Context: an optimization exercise on an open-source flow, tuned for a short achievable clock period and few clock cycles per item. The choices shown serve that exercise and are no tape-out recipe.
The RTL was checked by simulation tests, not by an equivalence proof against the original design.
Power figures rest on the tool's default switching activity, not on a simulated workload.

[flow/run.sh]
#!/bin/bash
set -euo pipefail
MARGIN=$(cat flow/margin.txt)
bash standard.sh SETUP_SLACK_MARGIN=$MARGIN ADDER_MAP_FILE= finish > flow_make.log 2>&1
[flow/margin.txt]
7
[standard.sh]
#!/bin/bash
# synth_recipe.tcl (not shown) runs the flow's synth.tcl, then flattens the netlist and writes it again
# the make line also repeats each setting of config.mk as NAME=value (left out here)
make -C /OpenROAD-flow-scripts/flow DESIGN_CONFIG=/design/flow/config.mk WORK_HOME=/design/flow/orfs CLKGATE_MAP_FILE= SYNTH_SCRIPT=/design/flow/synth_recipe.tcl "${@:-finish}"
[config.mk]
export PLATFORM = sky130hd
export DESIGN_NAME = pd5
export DESIGN_NICKNAME = pd5
export VERILOG_FILES = /design/flow/design.v
export SDC_FILE = /design/flow/constraint.sdc
export NUM_CORES = 4
export LEC_CHECK = 0
export ABC_CLOCK_PERIOD_IN_PS = 2500
export CAP_MARGIN = 20
export CELL_PAD_IN_SITES_DETAIL_PLACEMENT = 1
export CELL_PAD_IN_SITES_GLOBAL_PLACEMENT = 1
export CORE_MARGIN = 2
export CORE_UTILIZATION = 35
export SLEW_MARGIN = 20
[constraint.sdc]
create_clock -name core_clock -period 10.0 [get_ports {clk}]
set_input_delay 2.0000 -clock core_clock [delete_from_list [all_inputs] [get_ports {clk}]]
set_output_delay 2.0000 -clock core_clock [all_outputs]
set_load 0.01 [all_outputs]
[design.v]
parameter logic [31:0] ZERO = 32'd0;
parameter logic [6:0] OPCODE_RTYPE  = 7'b0110011;
parameter logic [6:0] OPCODE_ITYPE  = 7'b0010011;
parameter logic [6:0] OPCODE_LOAD   = 7'b0000011;
parameter logic [6:0] OPCODE_STORE  = 7'b0100011;
parameter logic [6:0] OPCODE_BRANCH = 7'b1100011;
parameter logic [6:0] OPCODE_JALR   = 7'b1100111;
parameter logic [6:0] OPCODE_JAL    = 7'b1101111;
parameter logic [6:0] OPCODE_LUI    = 7'b0110111;
parameter logic [6:0] OPCODE_AUIPC  = 7'b0010111;
parameter logic [2:0] FUNCT3_ADD_SUB = 3'b000;
parameter logic [2:0] FUNCT3_SLL     = 3'b001;
parameter logic [2:0] FUNCT3_SLT     = 3'b010;
parameter logic [2:0] FUNCT3_SLTU    = 3'b011;
parameter logic [2:0] FUNCT3_XOR     = 3'b100;
parameter logic [2:0] FUNCT3_OR      = 3'b110;
parameter logic [2:0] FUNCT3_AND     = 3'b111;
parameter logic [2:0] FUNCT3_SRL_SRA = 3'b101;
parameter logic [2:0] FUNCT3_BEQ    = 3'b000;   
parameter logic [2:0] FUNCT3_BNE    = 3'b001;  
parameter logic [2:0] FUNCT3_BLT    = 3'b100;  
parameter logic [2:0] FUNCT3_BGE    = 3'b101;  
parameter logic [2:0] FUNCT3_BLTU   = 3'b110;  
parameter logic [2:0] FUNCT3_BGEU   = 3'b111;  
parameter logic [2:0] FUNCT3_LB    = 3'b000;
parameter logic [2:0] FUNCT3_LH    = 3'b001;
parameter logic [2:0] FUNCT3_LW    = 3'b010;
parameter logic [2:0] FUNCT3_LBU   = 3'b100;
parameter logic [2:0] FUNCT3_LHU   = 3'b101;
parameter logic [2:0] FUNCT3_SB    = 3'b000;
parameter logic [2:0] FUNCT3_SH    = 3'b001;
parameter logic [2:0] FUNCT3_SW    = 3'b010;
parameter logic [6:0] FUNCT7_ADD  = 7'b0000000;
parameter logic [6:0] FUNCT7_SUB  = 7'b0100000;
parameter logic [6:0] FUNCT7_SRL  = 7'b0000000;
parameter logic [6:0] FUNCT7_SRA  = 7'b0100000;
parameter logic [6:0] FUNCT7_SLL  = 7'b0000000;
parameter logic [6:0] FUNCT7_SLT  = 7'b0000000;
parameter logic [6:0] FUNCT7_SLTU = 7'b0000000;
parameter logic [6:0] FUNCT7_XOR  = 7'b0000000;
parameter logic [6:0] FUNCT7_OR   = 7'b0000000;
parameter logic [6:0] FUNCT7_AND  = 7'b0000000;
parameter logic [3:0] ALU_ADD  = 4'b0000;
parameter logic [3:0] ALU_SUB  = 4'b0001;
parameter logic [3:0] ALU_AND  = 4'b0010;
parameter logic [3:0] ALU_OR   = 4'b0011;
parameter logic [3:0] ALU_XOR  = 4'b0100;
parameter logic [3:0] ALU_SLL  = 4'b0101;
parameter logic [3:0] ALU_SRL  = 4'b0110;
parameter logic [3:0] ALU_SRA  = 4'b0111;
parameter logic [3:0] ALU_SLT  = 4'b1000;
parameter logic [3:0] ALU_SLTU = 4'b1001;
parameter logic [3:0] ALU_LUI  = 4'b1010;
parameter logic [3:0] ALU_AUIPC= 4'b1011;
module pd5 #(
    parameter int AWIDTH = 32,
    parameter int DWIDTH = 32)(
    input  logic              clk,
    input  logic              reset,
    output logic [AWIDTH-1:0] imem_addr,
    input  logic [DWIDTH-1:0] imem_rdata,
    output logic [AWIDTH-1:0] dmem_addr,
    output logic [DWIDTH-1:0] dmem_wdata,
    output logic [2:0]        dmem_funct3,
    output logic              dmem_re,
    output logic              dmem_we,
    input  logic [DWIDTH-1:0] dmem_rdata
);
  localparam logic [31:0] BASEADDR = 32'h0100_0000;
  localparam logic [31:0] SP_RESET = 32'h0110_0000;
  localparam logic [6:0] OP_R      = 7'b0110011;
  localparam logic [6:0] OP_I      = 7'b0010011;
  localparam logic [6:0] OP_LOAD   = 7'b0000011;
  localparam logic [6:0] OP_STORE  = 7'b0100011;
  localparam logic [6:0] OP_BRANCH = 7'b1100011;
  localparam logic [6:0] OP_JAL    = 7'b1101111;
  localparam logic [6:0] OP_JALR   = 7'b1100111;
  localparam logic [6:0] OP_LUI    = 7'b0110111;
  localparam logic [6:0] OP_AUIPC  = 7'b0010111;
  logic [31:0] pc;
  logic        d_valid;
  logic        d_btb;        
  logic        d_pj;         
  logic [31:0] d_timm;       
  logic [31:0] d_pc;
  logic [31:0] d_insn;
  logic        e_we, e_load, e_store, e_jalr, e_auipc, e_sfwd;
  logic        e_kill;       
  logic        e_wv;         
  logic        e_c_eq, e_c_ne, e_c_lt, e_c_ge, e_c_ltu, e_c_geu;
  logic [4:0]  e_rd;
  logic [2:0]  e_f3;
  logic [31:0] e_a, e_b, e_s, e_alt, e_pc4;
  logic        e_sra;
  logic        e_r_add, e_r_sub, e_r_sll, e_r_sr, e_r_slt, e_r_sltu;
  logic        e_r_xor, e_r_or, e_r_and, e_r_link;
  logic        m_we, m_load, m_store;
  logic [4:0]  m_rd;
  logic [2:0]  m_f3;
  logic [31:0] m_res;        
  logic [31:0] m_alu;        
  logic [31:0] m_sdata;
  logic        w_we;
  logic [4:0]  w_rd;
  logic [31:0] w_res;
  logic [31:0] rf [1:31];
  localparam int BTB_N  = 4;
  localparam int BTB_IW = 2;               
  localparam int BTB_TW = 32 - BTB_IW;
  logic                  btb_v   [BTB_N];
  logic [BTB_TW-1:0]     btb_tag [BTB_N];
  logic [31:0]           btb_tgt [BTB_N];
  logic [31:0]           pc4;
  logic [BTB_IW-1:0]     n_idx;
  logic                  n_hit;
  logic                  f_hit;
  logic [31:0]           f_tgt;
  logic                  btb_hit;
  logic [31:0]           btb_target;
  assign pc4        = pc + 32'd4;
  assign n_idx      = pc4[BTB_IW+1:2];
  assign n_hit      = btb_v[n_idx] && (btb_tag[n_idx] == {pc4[31:BTB_IW+2], pc4[1:0]});
  assign btb_hit    = f_hit;
  assign btb_target = f_tgt;
  logic [6:0]  f_op;
  logic [31:0] f_timm;
  logic        f_pj;
  assign f_op = imem_rdata[6:0];
  always_comb begin
    case (f_op[3:2])
      2'b11:   f_timm = {{12{imem_rdata[31]}}, imem_rdata[19:12], imem_rdata[20],
                         imem_rdata[30:21], 1'b0};                        
      2'b01:   f_timm = {imem_rdata[31:12], 12'b0};                       
      default: f_timm = {{20{imem_rdata[31]}}, imem_rdata[7], imem_rdata[30:25],
                         imem_rdata[11:8], 1'b0};                         
    endcase
  end
  assign f_pj = (f_op == OP_JAL) | ((f_op == OP_BRANCH) & imem_rdata[31]);
  logic [31:0] e_sum, e_diff, e_res, e_sll, e_sr;
  logic        e_eq, e_ltu, e_lt, e_redirect;
  logic [31:0] e_target;
  logic e_cout_d;
  ks_add32 add_u (.a(e_a), .b(e_b),  .cin(1'b0), .s(e_sum),  .cout());
  ks_add32 sub_u (.a(e_a), .b(~e_b), .cin(1'b1), .s(e_diff), .cout(e_cout_d));
  assign e_eq  = (e_a == e_b);
  assign e_ltu = ~e_cout_d;
  assign e_lt  = (e_a[31] ^ e_b[31]) ? e_a[31] : e_ltu;
  assign e_sll = e_a << e_b[4:0];
  assign e_sr  = $signed({e_sra & e_a[31], e_a}) >>> e_b[4:0];
  logic [31:0] e_res_f;
  assign e_res = ({32{e_r_add}}  & e_sum)
               | ({32{e_r_sub}}  & e_diff)
               | e_res_f;
  assign e_res_f = ({32{e_r_sll}}  & e_sll)
               | ({32{e_r_sr}}   & e_sr)
               | ({32{e_r_slt}}  & {31'b0, e_lt})
               | ({32{e_r_sltu}} & {31'b0, e_ltu})
               | ({32{e_r_xor}}  & (e_a ^ e_b))
               | ({32{e_r_or}}   & (e_a | e_b))
               | ({32{e_r_and}}  & (e_a & e_b))
               | ({32{e_r_link}} & e_pc4);
  assign e_wv       = e_we & ~e_kill;
  assign e_redirect = ~e_kill & (e_jalr |
                                 (e_c_eq  &  e_eq)  | (e_c_ne  & ~e_eq) |
                                 (e_c_lt  &  e_lt)  | (e_c_ge  & ~e_lt) |
                                 (e_c_ltu &  e_ltu) | (e_c_geu & ~e_ltu));
  assign e_target   = e_jalr ? {e_sum[31:1], 1'b0} : e_alt;
  logic [31:0] m_fwd;
  assign m_fwd = dmem_rdata | m_alu;
  assign dmem_addr   = m_res;
  assign dmem_wdata  = m_sdata;
  assign dmem_funct3 = m_f3;
  assign dmem_re     = m_load;
  assign dmem_we     = m_store;
  logic [6:0]  op;
  logic [4:0]  rs1, rs2, rd;
  logic [2:0]  f3;
  logic        is_r, is_i, is_load, is_store, is_branch, is_jal, is_jalr;
  logic        is_lui, is_auipc;
  logic        uses_rs1, uses_rs2, use_imm, writes;
  logic [31:0] imm_i, imm_s, imm_b, imm_u, imm_j, imm;
  assign op  = d_insn[6:0];
  assign rd  = d_insn[11:7];
  assign f3  = d_insn[14:12];
  assign rs1 = d_insn[19:15];
  assign rs2 = d_insn[24:20];
  assign is_r      = (op == OP_R);
  assign is_i      = (op == OP_I);
  assign is_load   = (op == OP_LOAD);
  assign is_store  = (op == OP_STORE);
  assign is_branch = (op == OP_BRANCH);
  assign is_jal    = (op == OP_JAL);
  assign is_jalr   = (op == OP_JALR);
  assign is_lui    = (op == OP_LUI);
  assign is_auipc  = (op == OP_AUIPC);
  assign uses_rs1 = is_r | is_i | is_load | is_store | is_branch | is_jalr;
  assign uses_rs2 = is_r | is_store | is_branch;
  assign use_imm  = is_i | is_load | is_store | is_jalr | is_lui | is_auipc;
  assign writes   = (is_r | is_i | is_load | is_jal | is_jalr | is_lui | is_auipc)
                    && (rd != 5'd0);
  assign imm_i = {{20{d_insn[31]}}, d_insn[31:20]};
  assign imm_s = {{20{d_insn[31]}}, d_insn[31:25], d_insn[11:7]};
  assign imm_b = {{20{d_insn[31]}}, d_insn[7], d_insn[30:25], d_insn[11:8], 1'b0};
  assign imm_u = {d_insn[31:12], 12'b0};
  assign imm_j = {{12{d_insn[31]}}, d_insn[19:12], d_insn[20], d_insn[30:21], 1'b0};
  always_comb begin
    if (is_store)               imm = imm_s;
    else if (is_lui | is_auipc) imm = imm_u;
    else                        imm = imm_i;
  end
  logic [31:0] d_pc4, d_target, d_jtarget, d_rtarget;
  logic        d_pred, d_fuse, d_jump, d_redirect;
  assign d_pc4     = d_pc + 32'd4;
  ks_add32 tgt_u  (.a(d_pc),  .b(d_timm), .cin(1'b0), .s(d_target),  .cout());
  assign d_pred    = is_branch & d_insn[31];           
  assign d_fuse    = is_jalr & e_auipc & e_wv & (e_rd == rs1);
  ks_add32 jtgt_u (.a(e_alt), .b(imm_i),  .cin(1'b0), .s(d_jtarget), .cout());
  assign d_rtarget = d_fuse ? {d_jtarget[31:1], 1'b0} : d_target;
  assign d_jump    = (d_pj & ~d_btb) | d_fuse;
  assign d_redirect = d_valid & d_jump;
  logic e_ld_wr, stall, issue, sfwd;
  assign e_ld_wr = e_load & e_wv;
  assign stall   = d_valid & e_ld_wr &
                   ((uses_rs1 & (e_rd == rs1)) |
                    (uses_rs2 & ~is_store & (e_rd == rs2)));
  assign sfwd    = hit_e2;
  assign issue   = d_valid & ~stall;    
  logic [31:0] rf1, rf2;
  assign rf1 = (rs1 == 5'd0) ? 32'b0 : rf[rs1];
  assign rf2 = (rs2 == 5'd0) ? 32'b0 : rf[rs2];
  logic hit_e1, hit_m1, hit_w1, hit_e2, hit_m2, hit_w2;
  assign hit_e1 = e_wv & (e_rd == rs1);
  assign hit_m1 = m_we & (m_rd == rs1);
  assign hit_w1 = w_we & (w_rd == rs1);
  assign hit_e2 = e_wv & (e_rd == rs2);
  assign hit_m2 = m_we & (m_rd == rs2);
  assign hit_w2 = w_we & (w_rd == rs2);
  logic [31:0] r1_old, r2_old, a_o, b_o, a_val, b_val;
  logic        sa_e, sb_e;
  assign sa_e = hit_e1 & ~is_auipc & ~is_lui;
  assign sb_e = hit_e2 & ~use_imm;
  always_comb begin
    if (hit_m1)      r1_old = m_fwd;
    else if (hit_w1) r1_old = w_res;
    else             r1_old = rf1;
    if (hit_m2)      r2_old = m_fwd;
    else if (hit_w2) r2_old = w_res;
    else             r2_old = rf2;
    if (is_auipc)    a_o = d_pc;
    else if (is_lui) a_o = 32'b0;
    else             a_o = r1_old;
    b_o = use_imm ? imm : r2_old;
    a_val = ({32{sa_e & e_r_add}} & e_sum) | ({32{sa_e & e_r_sub}} & e_diff)
          | (sa_e ? e_res_f : a_o);
    b_val = ({32{sb_e & e_r_add}} & e_sum) | ({32{sb_e & e_r_sub}} & e_diff)
          | (sb_e ? e_res_f : b_o);
  end
  always_ff @(posedge clk) begin
    if (reset)           pc <= BASEADDR;
    else if (e_redirect) pc <= e_target;
    else if (stall)      pc <= pc;
    else if (d_redirect) pc <= d_rtarget;
    else if (btb_hit)    pc <= btb_target;
    else                 pc <= pc4;
    if (reset | e_redirect)
      f_hit <= 1'b0;
    else if (!stall)
      f_hit <= n_hit & ~d_redirect & ~btb_hit;
    if (!stall)
      f_tgt <= btb_tgt[n_idx];
    if (reset) begin
      for (int i = 0; i < BTB_N; i++) btb_v[i] <= 1'b0;
    end else if (d_valid & d_pj & ~d_btb) begin
      btb_v[d_pc[BTB_IW+1:2]]   <= 1'b1;
      btb_tag[d_pc[BTB_IW+1:2]] <= {d_pc[31:BTB_IW+2], d_pc[1:0]};
      btb_tgt[d_pc[BTB_IW+1:2]] <= d_target;
    end
    if (reset)
      d_valid <= 1'b0;
    else if (e_redirect | d_redirect)
      d_valid <= stall & ~e_redirect;
    else if (!stall)
      d_valid <= 1'b1;
    if (!stall) begin
      d_pc   <= pc;
      d_insn <= imem_rdata;
      d_btb  <= btb_hit;
      d_pj   <= f_pj;
      d_timm <= f_timm;
    end
    if (reset) begin
      e_we     <= 1'b0;
      e_load   <= 1'b0;
      e_store  <= 1'b0;
      e_jalr   <= 1'b0;
      e_kill   <= 1'b0;
      e_c_eq   <= 1'b0;
      e_c_ne   <= 1'b0;
      e_c_lt   <= 1'b0;
      e_c_ge   <= 1'b0;
      e_c_ltu  <= 1'b0;
      e_c_geu  <= 1'b0;
      e_auipc  <= 1'b0;
    end else begin
      e_we     <= issue & writes;
      e_load   <= issue & is_load;
      e_store  <= issue & is_store;
      e_kill   <= e_redirect;
      e_c_eq   <= issue & is_branch & (f3[2:1] == 2'b00) & ~(f3[0] ^ d_pred);
      e_c_ne   <= issue & is_branch & (f3[2:1] == 2'b00) &  (f3[0] ^ d_pred);
      e_c_lt   <= issue & is_branch & (f3[2:1] == 2'b10) & ~(f3[0] ^ d_pred);
      e_c_ge   <= issue & is_branch & (f3[2:1] == 2'b10) &  (f3[0] ^ d_pred);
      e_c_ltu  <= issue & is_branch & (f3[2:1] == 2'b11) & ~(f3[0] ^ d_pred);
      e_c_geu  <= issue & is_branch & (f3[2:1] == 2'b11) &  (f3[0] ^ d_pred);
      e_jalr   <= issue & is_jalr & ~d_fuse;
      e_auipc  <= issue & is_auipc;
    end
    e_sfwd   <= sfwd;
    e_rd     <= rd;
    e_f3     <= f3;
    e_a      <= a_val;
    e_b      <= b_val;
    e_s      <= r2_old;    
    e_alt    <= d_pred ? d_pc4 : d_target;
    e_pc4    <= d_pc4;
    e_sra    <= d_insn[30];
    e_r_add  <= (is_i & (f3 == 3'b000)) | (is_r & (f3 == 3'b000) & ~d_insn[30]) |
                is_load | is_store | is_lui | is_auipc;
    e_r_sub  <= is_r & (f3 == 3'b000) & d_insn[30];
    e_r_sll  <= (is_r | is_i) & (f3 == 3'b001);
    e_r_slt  <= (is_r | is_i) & (f3 == 3'b010);
    e_r_sltu <= (is_r | is_i) & (f3 == 3'b011);
    e_r_xor  <= (is_r | is_i) & (f3 == 3'b100);
    e_r_sr   <= (is_r | is_i) & (f3 == 3'b101);
    e_r_or   <= (is_r | is_i) & (f3 == 3'b110);
    e_r_and  <= (is_r | is_i) & (f3 == 3'b111);
    e_r_link <= is_jal | is_jalr;
    if (reset) begin
      m_we    <= 1'b0;
      m_load  <= 1'b0;
      m_store <= 1'b0;
    end else begin
      m_we    <= e_wv;
      m_load  <= e_load & ~e_kill;
      m_store <= e_store & ~e_kill;
    end
    m_rd    <= e_rd;
    m_f3    <= e_f3;
    m_res   <= e_res;
    m_alu   <= e_load ? 32'b0 : e_res;
    m_sdata <= e_sfwd ? m_fwd : e_s;    
    if (reset) w_we <= 1'b0;
    else       w_we <= m_we;
    w_rd  <= m_rd;
    w_res <= m_fwd;
  end
  always_ff @(posedge clk) begin
    for (int i = 1; i < 32; i++) begin
      if (reset)
        rf[i] <= (i == 2) ? SP_RESET : 32'b0;
      else if (w_we && w_rd == 5'(i))
        rf[i] <= w_res;
    end
  end
  assign imem_addr = pc;
endmodule
module ks_add32 (
    input  logic [31:0] a,
    input  logic [31:0] b,
    input  logic        cin,
    output logic [31:0] s,
    output logic        cout
);
  logic [31:0] p;
  logic [31:0] g [0:5];
  logic [31:0] t [0:5];    
  assign p    = a ^ b;
  assign g[0] = (a & b) | {31'b0, p[0] & cin};
  assign t[0] = p;
  for (genvar k = 0; k < 5; k++) begin : lvl
    for (genvar i = 0; i < 32; i++) begin : bit_
      if (i >= (1 << k)) begin : comb
        assign g[k+1][i] = g[k][i] | (t[k][i] & g[k][i - (1 << k)]);
        assign t[k+1][i] = t[k][i] & t[k][i - (1 << k)];
      end else begin : pass
        assign g[k+1][i] = g[k][i];
        assign t[k+1][i] = t[k][i];
      end
    end
  end
  assign s    = p ^ {g[5][30:0], cin};
  assign cout = g[5][31];
endmodule
==> reports/results.md, run 1 <==
| Metric | This run |
|:---|:---|
| Cell chosen for the clock root | sky130_fd_sc_hd__clkbuf_16 |
| Setup TNS | 0 ns |
| Synthesized area | 84900 um^2 |
| Commonest cells after routing, fill and taps aside | sky130_fd_sc_hd__nand2_1, sky130_fd_sc_hd__a21oi_1, sky130_fd_sc_hd__dfxtp_1 |
| Total detailed-routing wirelength | 599 mm |
| Number of port buffers | 166 |
| Worst Setup Path Type | register to register |
| Flop pwr share | 43.3% |
| Vias in the first global route | 93193 |
| Worst reg2reg path startpoint | e_b[3] |
| Row count | 180 |
| Area share of xor/xnor cells in the synthesized design | 3.18% |
| Yosys top cell area share | 32.1% |
| Primary flip-flop cell chosen by synthesis mapping | sky130_fd_sc_hd__dfxtp_1 |
| Post-route cell area | 117000 um^2 |
| Synthesized instance count | 10187 |
| Share of synthesized cell area in full adder, half adder and majority cells | 0.592% |
| Top area cells in the synthesized netlist | sky130_fd_sc_hd__dfxtp_1, sky130_fd_sc_hd__edfxtp_1, sky130_fd_sc_hd__nand2_1, sky130_fd_sc_hd__a21oi_1, sky130_fd_sc_hd__clkbuf_1 |
| First-pass GRT wire length | 776 mm |
| Total routing usage reported by global routing | 45.2% |
| Clock power share | 44.2% |
| Pre-CTS setup slack | 4.43 ns |
| Area Growth Syn to Fin | 37.7% |
| Final core utilization | 48.5% |
| Worst Reg2Reg Path Length in Cells | 17 |
| Number of max-cap violations | 0 |
| Post-synthesis net count | 10253 |
| Filler Cells Inserted | 26745 |
| Most frequent standard cell in the layout excluding fill and tap cells | sky130_fd_sc_hd__nand2_1 |
| Die area | 247000 um^2 |
| Wire per inst | 41.9 um |
| Critical path fanouts, max | 3 |
| CP arrival | 4.63 ns |
| Power per standard cell area | 147 nW/um^2 |
| Deepest clock path buffer count | 3 |
| Clk pin slew, worst setup/hold paths | 0.06 ns |
| Worst hold path class | register to register |
| Initial antenna violation count | 55 |
| Inst Count DP | 12839 |
| Sequential cell area | 38900 um^2 |
| Core region area | 241000 um^2 |
| Reg-to-reg slack, setup | 6.15 ns |
| CTS HTree Levels | 4 |
| Final Net Count | 10972 |
| Fraction of final layout cells with drive strength greater than 1 | 28.4% |
| Proportion of synthesized chip area in sequential cells | 45.4% |
| FF-to-FF End | pc[15] |
| Comb pwr share | 12.6% |
| Reported leakage power | 41.0 nW |
| Avg Vias per Cell | 6.98 |
| Highest ir drop seen on vdd | 0.000156 V |
| Number of setup violations in the final report | 0 |
| Kind of launch point of the worst setup path | register |
| Internal power summed over all cells | 12.3 mW |
| RSZ-0062 raised after global routing | true |
| Crit path required time | 10.78 ns |
| Outcome | complete, no violations |
| First-pass detailed-route iteration total | 14 |
| Hold violation count in the final report | 0 |
| Share of async-settable or async-resettable flops after synthesis | 0% |
| Layout Cells excl Fill | 14303 |
| Remaining global-route overflow | 0 |
| Largest net degree at the start of global routing | 100 |
| Min-Delay Startpoint | e_f3[0] |
| Kind of capture point of the worst setup path | register |
| Via count | 99803 |
| Post-detailed-route DRC marker count | 0 |
| Smallest setup slack after layout | 6.15 ns |
| Clock Latency Late Sink | 0.95 ns |
| Count of different cell masters after synthesis | 103 |
| Simple-gate share of the synthesized area | 18.3% |
| TritonCTS clock tree | built |
| Proportion of synthesized area in mux cells | 3.98% |
| Synth warn | 37 |
| Fraction of power spent switching nets | 28.6% |
| Final critical-path share of the clock period | 38.5% |
| Sum of net half-perimeters after detailed placement | 321 mm |
| EDFF count, synth | 376 |
| Clock Sink Count | 1738 |
| Number of top-level design ports | 167 |
| Number of flip-flops and latches in the synthesized netlist | 1738 |
| Average cell area after synthesis | 8.34 um^2 |
| Final Wtd Congestion | 0.994 |
| Post-CTS Hold Fix Bufs | 0 |
| Switching power of the nets | 4.93 mW |
| Final clock skew | 0.0909 ns |
| Number of stages on the worst hold path | 0 |
| Placement-stage cell area | 89900 um^2 |
| Die width | 497 um |
| Hold EP | m_f3[0] |
| Post-DRT Antenna Nets | 0 |
| Transition time of the tightest slew-check pin | 1.30 ns |
| Time the worst path needs with I/O delays and setup | 3.85 ns |
| Total clock buffers created by CTS | 195 |
| Max Freq | 0.260 GHz |
| Effective utilization at floorplan | 35.2% |
| Slew margin rel. | 13.6% |
| Largest area contributor in the synthesized netlist | sky130_fd_sc_hd__dfxtp_1 |
| Area of the multi-input gates | 49700 um^2 |
| Max-slew violations | 0 |
| Share of the synthesized area in compound gates (AO/OA/AOI/OAI) | 23.5% |
| Floorplan die height | 497 um |
| Combinational family with the most area after synthesis | compound AO/OA/AOI/OAI gates |
| Drt first-iter violations | 16584 |
[sequential cells by signal, summed over array words and instances, names as in the netlist, 30 cells and up]
signal / cells
e_pc4: 32
rf: 992
e_alt: 31
f_tgt: 32
btb_tag: 120
m_res: 32
pc: 32
btb_tgt: 124
d_pc: 32
d_insn: 32
m_sdata: 32
e_b: 32
m_alu: 32
d_timm: 30
e_a: 32
w_res: 32
e_s: 32
[layout make-up]
cell class,count,share of cell area [%]
sequential,1738,33.3
clock inverter,86,0.843
antenna,44,0.0942
tap,3185,3.41
timing repair buffer,1482,14.5
timing repair inverter,4,0.0578
inverter,119,0.404
multi-input combinational,7366,42.5
clock buffer,279,4.86
[repair_timing]
item,CTS,global route
endpoints found under the setup margin,1556,646
pin swaps,445,468
setup buffers,675,291
resized for setup,2012,661
cloned,64,24
[synthesized netlist by cell type (all sizes together), types with 27 or more instances]
library cell	count
nand2	2349
a31oi	47
a21oi	1391
a22o	238
o22ai	59
dfxtp	1362
mux2i	114
or2	36
o211ai	57
o21ai	261
nand2b	64
nor2b	59
xnor2	200
nor3	167
inv	117
mux4	91
nand3	192
a211oi	117
buf	119
nor2	532
a221oi	280
xor2	107
nor4	27
maj3	50
nand4	151
edfxtp	376
a22oi	379
clkbuf	857
a222oi	66
[stage by stage]
stage	hold WS (ns)	total power, mW
6_report	0.329	17.2
3_5_place_dp	0.319	8.99
4_1_cts	0.331	16.9
2_1_floorplan	0.310	8.33
3_3_place_gp	0.311	8.98
5_1_grt	0.337	17.5
[per-layer routing]
metal | routed length, um | part of all wire, % | GRT usage (%) | up-vias
met2 | 242000 | 40 | 65.8 | 8891
li1 | - | - | - | 38131
met5 | 672 | 0.11 | 0.232 | -
met3 | 82200 | 14 | 17.7 | 3511
met4 | 68500 | 11 | 38.1 | 48
met1 | 206000 | 34 | 52.0 | 49222
[worst max-delay path: stages (launching register included)]
cell                       delay, ns
sky130_fd_sc_hd__dfxtp_4        0.36
sky130_fd_sc_hd__buf_12         0.13
sky130_fd_sc_hd__xnor2_4        0.12
sky130_fd_sc_hd__or4_4          0.58
sky130_fd_sc_hd__a21boi_4       0.26
sky130_fd_sc_hd__buf_6          0.14
sky130_fd_sc_hd__buf_12         0.10
sky130_fd_sc_hd__a21oi_4        0.07
sky130_fd_sc_hd__o32ai_4        0.18
sky130_fd_sc_hd__buf_4          0.18
sky130_fd_sc_hd__buf_6          0.10
sky130_fd_sc_hd__a31oi_4        0.09
sky130_fd_sc_hd__xnor2_2        0.31
sky130_fd_sc_hd__buf_12         0.18
sky130_fd_sc_hd__nor2_2         0.07
sky130_fd_sc_hd__nor3_1         0.53
sky130_fd_sc_hd__a31oi_1        0.14
sky130_fd_sc_hd__o32ai_1        0.19
[logic make-up after synthesis]
group,count (synthesis)
muxes,222
DFF,1738
xor gates and xnor gates,307
and+or+nand+nor,3694
buffers and inverters,1095
AOI/OAI and AO/OA,3081
adders and majority gates,50
[how the worst max path moves through the flow]
stage | startpoint | end | slack [ns]
after global placement | d_insn[20] | e_b[20] | 4.15
final | e_b[3] | pc[15] | 6.15
after global routing | d_insn[22] | e_b[31] | 6.21
after detailed placement | d_insn[20] | e_b[20] | 4.43
after floorplan | reset | btb_v[0] | 5.63
after CTS | e_b[3] | e_a[30] | 6.48
[power groups by stage]
| stage | Sequential, mW | Combinational, mW | Clock [mW] |
|---|---|---|---|
| floorplan | 7.48 | 0.856 | 0 |
| global placement | 7.63 | 1.35 | 0 |
| detailed placement | 7.63 | 1.36 | 0 |
| CTS | 7.44 | 1.85 | 7.58 |
| global route | 7.46 | 2.17 | 7.88 |
| finish | 7.45 | 2.16 | 7.61 |
Testbench counts, summed over its fixed seeds: cycles 31,148, instrs 26,936.
==> run 2: changes to the inputs <==
==> run.sh (new file) <==
#!/bin/bash
# synth_recipe.tcl (not shown) runs the flow's synth.tcl, then flattens the netlist and writes it again
# the make line also repeats each setting of config.mk as NAME=value (left out here)
make -C /OpenROAD-flow-scripts/flow DESIGN_CONFIG=/design/flow/config.mk WORK_HOME=/design/flow/orfs CLKGATE_MAP_FILE= SYNTH_SCRIPT=/design/flow/synth_recipe.tcl finish
--- a/config.mk
+++ b/config.mk
@@ -12,3 +12,4 @@
 export CORE_MARGIN = 2
-export CORE_UTILIZATION = 35
+export CORE_UTILIZATION = 30
+export SETUP_SLACK_MARGIN = 5
 export SLEW_MARGIN = 20
removed: flow/run.sh
removed: flow/margin.txt
removed: standard.sh
==> reports/results.md, run 2 <==
| Metric | This run |
|:---|:---|
| Reported leakage power | 33.0 nW |
| Post-route cell area | 98800 um^2 |
| First-pass detailed-route iteration total | 10 |
| Transition time of the tightest slew-check pin | 1.32 ns |
| Worst Reg2Reg Path Length in Cells | 12 |
| Number of setup violations in the final report | 0 |
| Critical path fanouts, max | 18 |
| Synthesized area | 86000 um^2 |
| Highest ir drop seen on vdd | 0.000160 V |
| Final critical-path share of the clock period | 51.7% |
| Clock Sink Count | 1738 |
| Worst hold path class | register to register |
| Power per standard cell area | 166 nW/um^2 |
| Avg Vias per Cell | 6.51 |
| Final Net Count | 10214 |
| Die width | 539 um |
| Wire per inst | 38.9 um |
| Drt first-iter violations | 14327 |
| Fraction of final layout cells with drive strength greater than 1 | 10.3% |
| Core region area | 285000 um^2 |
| RSZ-0062 raised after global routing | true |
| Number of port buffers | 166 |
| Number of stages on the worst hold path | 0 |
| Post-detailed-route DRC marker count | 0 |
| Remaining global-route overflow | 0 |
| Final Wtd Congestion | 0.992 |
| Deepest clock path buffer count | 4 |
| Time the worst path needs with I/O delays and setup | 5.17 ns |
| Most used standard cells in the synthesized netlist | sky130_fd_sc_hd__nand2_1, sky130_fd_sc_hd__a21oi_1, sky130_fd_sc_hd__dfxtp_1, sky130_fd_sc_hd__clkbuf_1, sky130_fd_sc_hd__a22oi_1 |
| Post-DRT Antenna Nets | 0 |
| Die area | 291000 um^2 |
| Effective utilization at floorplan | 30.2% |
| Number of max-cap violations | 0 |
| Via count | 90601 |
| Master of the slowest instance on the critical path | sky130_fd_sc_hd__nor4_1 |
| CTS HTree Levels | 4 |
| Register with the most flip-flops | rf |
| Commonest cells after routing, fill and taps aside | sky130_fd_sc_hd__nand2_1, sky130_fd_sc_hd__a21oi_1, sky130_fd_sc_hd__dfxtp_1 |
| Max-slew violations | 0 |
| Largest register FFs | 992 |
| Synth warn | 37 |
| Post-synthesis net count | 10416 |
| Outcome | complete, no violations |
| Largest net degree at the start of global routing | 188 |
| Total clock buffers created by CTS | 200 |
| Area Growth Syn to Fin | 14.9% |
| Largest area contributor in the synthesized netlist | sky130_fd_sc_hd__dfxtp_1 |
| Crit path required time | 10.77 ns |
| Kind of launch point of the worst setup path | register |
| Overall power after layout | 16.4 mW |
| Buffers and inverters on the worst path | 2 |
| Share of async-settable or async-resettable flops after synthesis | 0% |
| Sum of net half-perimeters after detailed placement | 354 mm |
| Primary flip-flop cell chosen by synthesis mapping | sky130_fd_sc_hd__dfxtp_1 |
| Row count | 196 |
| Floorplan die height | 539 um |
| TritonCTS clock tree | built |
| Vias in the first global route | 87360 |
| EDFF count, synth | 376 |
| Setup TNS | 0 ns |
| Number of flip-flops and latches in the synthesized netlist | 1738 |
| Initial antenna violation count | 42 |
| Max incr delay on CP | 0.96 ns |
| Reg-to-reg slack, setup | 4.83 ns |
| Number of logic stages on the critical path including buffering | 12 |
| Slew margin rel. | 11.5% |
| Worst Setup Path Type | register to register |
| Most frequent standard cell in the layout excluding fill and tap cells | sky130_fd_sc_hd__nand2_1 |
| Count of different cell masters after synthesis | 100 |
| Kind of cell adding the most delay to the critical path | compound AO/OA/AOI/OAI gates |
| Cell chosen for the clock root | sky130_fd_sc_hd__clkbuf_16 |
| Placement-stage cell area | 92200 um^2 |
| Yosys top cell area share | 31.7% |
| Final clock skew | 0.115 ns |
| Top area cells in the synthesized netlist | sky130_fd_sc_hd__dfxtp_1, sky130_fd_sc_hd__edfxtp_1, sky130_fd_sc_hd__nand2_1, sky130_fd_sc_hd__a21oi_1, sky130_fd_sc_hd__a22oi_1 |
| Total detailed-routing wirelength | 540 mm |
| First-pass GRT wire length | 732 mm |
| Synthesized instance count | 10184 |
| Clk pin slew, worst setup/hold paths | 0.06 ns |
| Clock Latency Late Sink | 0.96 ns |
| Number of top-level design ports | 167 |
| Max Freq | 0.194 GHz |
| Average cell area after synthesis | 8.44 um^2 |
| Kind of capture point of the worst setup path | register |
| Total routing usage reported by global routing | 35.6% |
| Proportion of synthesized chip area in sequential cells | 44.8% |
| CP arrival | 5.93 ns |
| Hold violation count in the final report | 0 |
| Most instantiated library cell after synthesis | sky130_fd_sc_hd__nand2_1 |
| Cell breakdown of the critical path | nand2_1, nor2_4, buf_4, buf_4, a22oi_1, nand2_1, nor4_1, a21oi_1, a211oi_1, a211oi_1, a41oi_1, a31oi_1 |
[run 2: changes by cell type after synthesis, moves of 43 or more]
cell / change
sky130_fd_sc_hd__a221oi_1: -84
sky130_fd_sc_hd__a22o_1: -95
sky130_fd_sc_hd__a22oi_1: +203
sky130_fd_sc_hd__clkbuf_1: -95
sky130_fd_sc_hd__ha_1: +162
sky130_fd_sc_hd__inv_1: +60
sky130_fd_sc_hd__maj3_1: -48
sky130_fd_sc_hd__mux2i_1: -43
sky130_fd_sc_hd__nand2_1: +101
sky130_fd_sc_hd__o22ai_1: -47
sky130_fd_sc_hd__xnor2_1: -74
[run 2: path summary, 6_finish.rpt]
kind,startpoint,endpoint
setup reg to reg,d_insn[15],e_a[15]
hold / removal,e_f3[1],m_f3[1]
hold reg to reg,e_f3[1],m_f3[1]
setup / recovery,d_insn[15],e_a[15]
[run 2: power by group]
group,total (mW),switching (mW),internal (mW)
clock network,7.45,3.26,4.20
logic,1.51,1.06,0.450
registers,7.45,0.183,7.27
[run 2: routing by layer]
layer / GRT usage (%) / up-vias / share of wire, %
li1: - / 36174 / -
met1: 43.8 / 45340 / 37
met2: 53.2 / 6952 / 42
met3: 10.4 / 2097 / 12
met4: 25.4 / 38 / 8.6
met5: 0.181 / - / 0.053
[run 2: cell type report]
class                   count  area, um^2
clock buffers             273        5620
diodes                     20        50.0
clock inverters            75         722
fillers                 33142      186000
inverters                 181         688
multi-input cells        7369       44200
repair inverters            1        5.00
repair buffers            491        4160
flip-flops and latches   1738       38600
well taps                3762        4710
[run 2: what timing repair did]
item / 4_1_cts / 5_1_grt
hold buffers: 0 / 0
resized for setup: 1 / 15
buffers inserted: 0 / 5
gates cloned: 0 / 1
setup endpoints to repair: 1 / 43
[run 2: cell families after synthesis]
kind of cell	Yosys count	share of synthesized area, %
buf+inv	1077	4.91
simple gates	3675	17.9
mux	231	4.63
fa+ha+maj	166	2.45
xor+xnor	198	2.02
compound gates	3099	23.3
flops	1738	44.8
[run 2: stage by stage]
step                      hold slack (ns)  std cells  setup WS (ns)  util, %
after global placement              0.314      13533           4.49     32.3
after CTS                           0.334      13884           5.00     34.6
after floorplan                     0.310      10184           5.58        -
final                               0.329      13910           4.83     34.6
after global routing                0.335      13891           4.99     34.6
after detailed placement            0.313      13536           4.91     32.3

## separate check: timing with driven ports
The results above use ideal ports. As a check the final layouts listed here were re-extracted and re-timed, cells and wires unchanged. Step 1 sets driving cells, clkbuf_16 on the clock port and buf_2 on the other inputs (assumed; they add their load-dependent delay and slew). Step 2, shift: input delay + t, output delay - t, t = (earliest + latest rising clock arrival at the registers) / 2. This alone moves slack from input paths to output paths. Three values: ideal ports, drivers, drivers and shift; two values: the first two.
run | t (ns) | setup WS [ns] | worst slew at a driven data input, ns
run 1 | 1.008 | 6.155 / 6.155 / 5.804 | 0.07
run 2 | 1.001 | 4.835 / 4.835 / 4.835 | 0.14
After both steps every run listed still meets setup and hold. The setup slack of run 1, which loses most, moves by 0.000 ns with the drivers and by -0.351 ns with both steps.
